From an optimization exercise on the open Yosys and OpenROAD flow, aimed at small area and a short achievable clock period; shortcuts taken in it are not production practice.
The RTL was checked by simulation tests, not by an equivalence proof against the original design.

Design Filter_IIR, start of the top module:
module Filter_IIR(Output, Input, clk, reset);
  input clk;
  input reset;
  input [31:0] Input;
  output [31:0] Output;
  reg [22:0] s1_d1, s1_d2;
  reg [22:0] s2_d1, s2_d2;
  reg [22:0] s3_d1, s3_d2;
  wire n0, n1;
  iir_ha un0 (.a(s1_d1[7]), .b(s1_d1[4]), .s(n0), .co(n1));
  wire n2, n3;
  iir_ha un2 (.a(s1_d1[8]), .b(s1_d1[5]), .s(n2), .co(n3));
  wire n4, n5;
  iir_ha un4 (.a(s1_d1[9]), .b(s1_d1[6]), .s(n4), .co(n5));
  wire n6, n7;
  iir_ha un6 (.a(s1_d1[10]), .b(s1_d1[7]), .s(n6), .co(n7));
  wire n8, n9;
  iir_ha un8 (.a(s1_d1[11]), .b(s1_d1[8]), .s(n8), .co(n9));
  wire n10, n11;
  iir_ha un10 (.a(s1_d1[12]), .b(s1_d1[9]), .s(n10), .co(n11));
  wire n12, n13;
  iir_ha un12 (.a(s1_d1[13]), .b(s1_d1[10]), .s(n12), .co(n13));
  wire n14, n15;
  iir_ha un14 (.a(s1_d1[14]), .b(s1_d1[11]), .s(n14), .co(n15));
  wire n16, n17;
  iir_ha un16 (.a(s1_d1[15]), .b(s1_d1[12]), .s(n16), .co(n17));
  wire n18, n19;
  iir_ha un18 (.a(s1_d1[16]), .b(s1_d1[13]), .s(n18), .co(n19));
  wire n20, n21;
  iir_ha un20 (.a(s1_d1[17]), .b(s1_d1[14]), .s(n20), .co(n21));
  wire n22, n23;
  iir_ha un22 (.a(s1_d1[18]), .b(s1_d1[15]), .s(n22), .co(n23));
  wire n24 = s1_d1[22] ^ s1_d1[19];
  wire n25 = s1_d1[22] | s1_d1[19];
  wire n26, n27;
  iir_ha un26 (.a(s1_d1[9]), .b(s1_d1[6]), .s(n26), .co(n27));
  wire n28, n29;
  iir_fa un28 (.a(s1_d1[9]), .b(s1_d1[10]), .c(s1_d1[1]), .s(n28), .co(n29));
  wire n30 = ~n1;
  wire n31, n32;
  iir_fa un31 (.a(s1_d1[11]), .b(s1_d1[2]), .c(n30), .s(n31), .co(n32));
  wire n33 = ~n3;
  wire n34, n35;
  iir_fa un34 (.a(s1_d1[12]), .b(s1_d1[3]), .c(n33), .s(n34), .co(n35));
  wire n36 = ~n5;
  wire n37, n38;
  iir_fa un37 (.a(s1_d1[13]), .b(s1_d1[4]), .c(n36), .s(n37), .co(n38));
  wire n39 = ~n7;
  wire n40, n41;
  iir_fa un40 (.a(s1_d1[14]), .b(s1_d1[5]), .c(n39), .s(n40), .co(n41));
  wire n42 = ~n9;
  wire n43, n44;
  iir_fa un43 (.a(s1_d1[15]), .b(s1_d1[6]), .c(n42), .s(n43), .co(n44));
  wire n45 = ~n11;
  ...
Size: ~2500 cells after synthesis, ~140 flip-flops.
export LEC_CHECK = 0
export CAP_MARGIN = 20
export CORE_MARGIN = 2
export CORE_UTILIZATION = 40
export SLEW_MARGIN = 20
export SYNTH_HIERARCHICAL = 1
export SYNTH_MINIMUM_KEEP_SIZE = 0
create_clock -name core_clock -period 40.0 [get_ports {clk}]
run.sh (not shown) runs the stock make flow with config.mk's settings and CLKGATE_MAP_FILE= SYNTH_SCRIPT=/design/flow/synth_recipe.tcl, a recipe that flattens the netlist after the stock synthesis.
The baseline completed without violations.
Next try:
==> flow/flow/run.sh (new file) <==
#!/bin/bash
export BUFFER_PORTS_ARGS="-buffer_cell sky130_fd_sc_hd__buf_2"
bash standard.sh > standard.log 2>&1
==> flow/standard.sh (new file) <==
#!/bin/bash
# synth_recipe.tcl (not shown) runs the flow's synth.tcl, then flattens the netlist and writes it again
# the make line also repeats each setting of config.mk as NAME=value (left out here)
make -C /OpenROAD-flow-scripts/flow DESIGN_CONFIG=/design/flow/config.mk WORK_HOME=/design/flow/orfs CLKGATE_MAP_FILE= SYNTH_SCRIPT=/design/flow/synth_recipe.tcl "${@:-finish}"
removed: flow/run.sh
The changed run produced a clean layout.
Register-to-register slack gains 40 ps.
Synthesized area stays the same.

[separate check: timing with driven ports]
No port has a modelled driver above. Below, the same layouts with a new extraction and two added sets of constraints. Step 1, drivers: a clkbuf_16 drives clk and a buf_2 each remaining input, both assumed. Step 2 moves the port delays by t, midway between the first and last clock arrival at a register: inputs arrive t later, outputs are due t later. That takes back most of the time a late clock gives input paths. Slacks: ideal ports / drivers / drivers and shift; pairs: ideal ports / drivers.
| run | t (ns) | slack for setup (ns) | clock arrival spread, ns | cell pins on the clock port's net |
|---|---|---|---|---|
| the first run | 0.552 | 7.512 / 7.451 / 7.646 | 0.013 / 0.013 | 1 |
| the second run | 0.550 | 8.051 / 7.989 / 8.539 | 0.012 / 0.011 | 1 |
After both steps setup and hold are still met in every run listed.
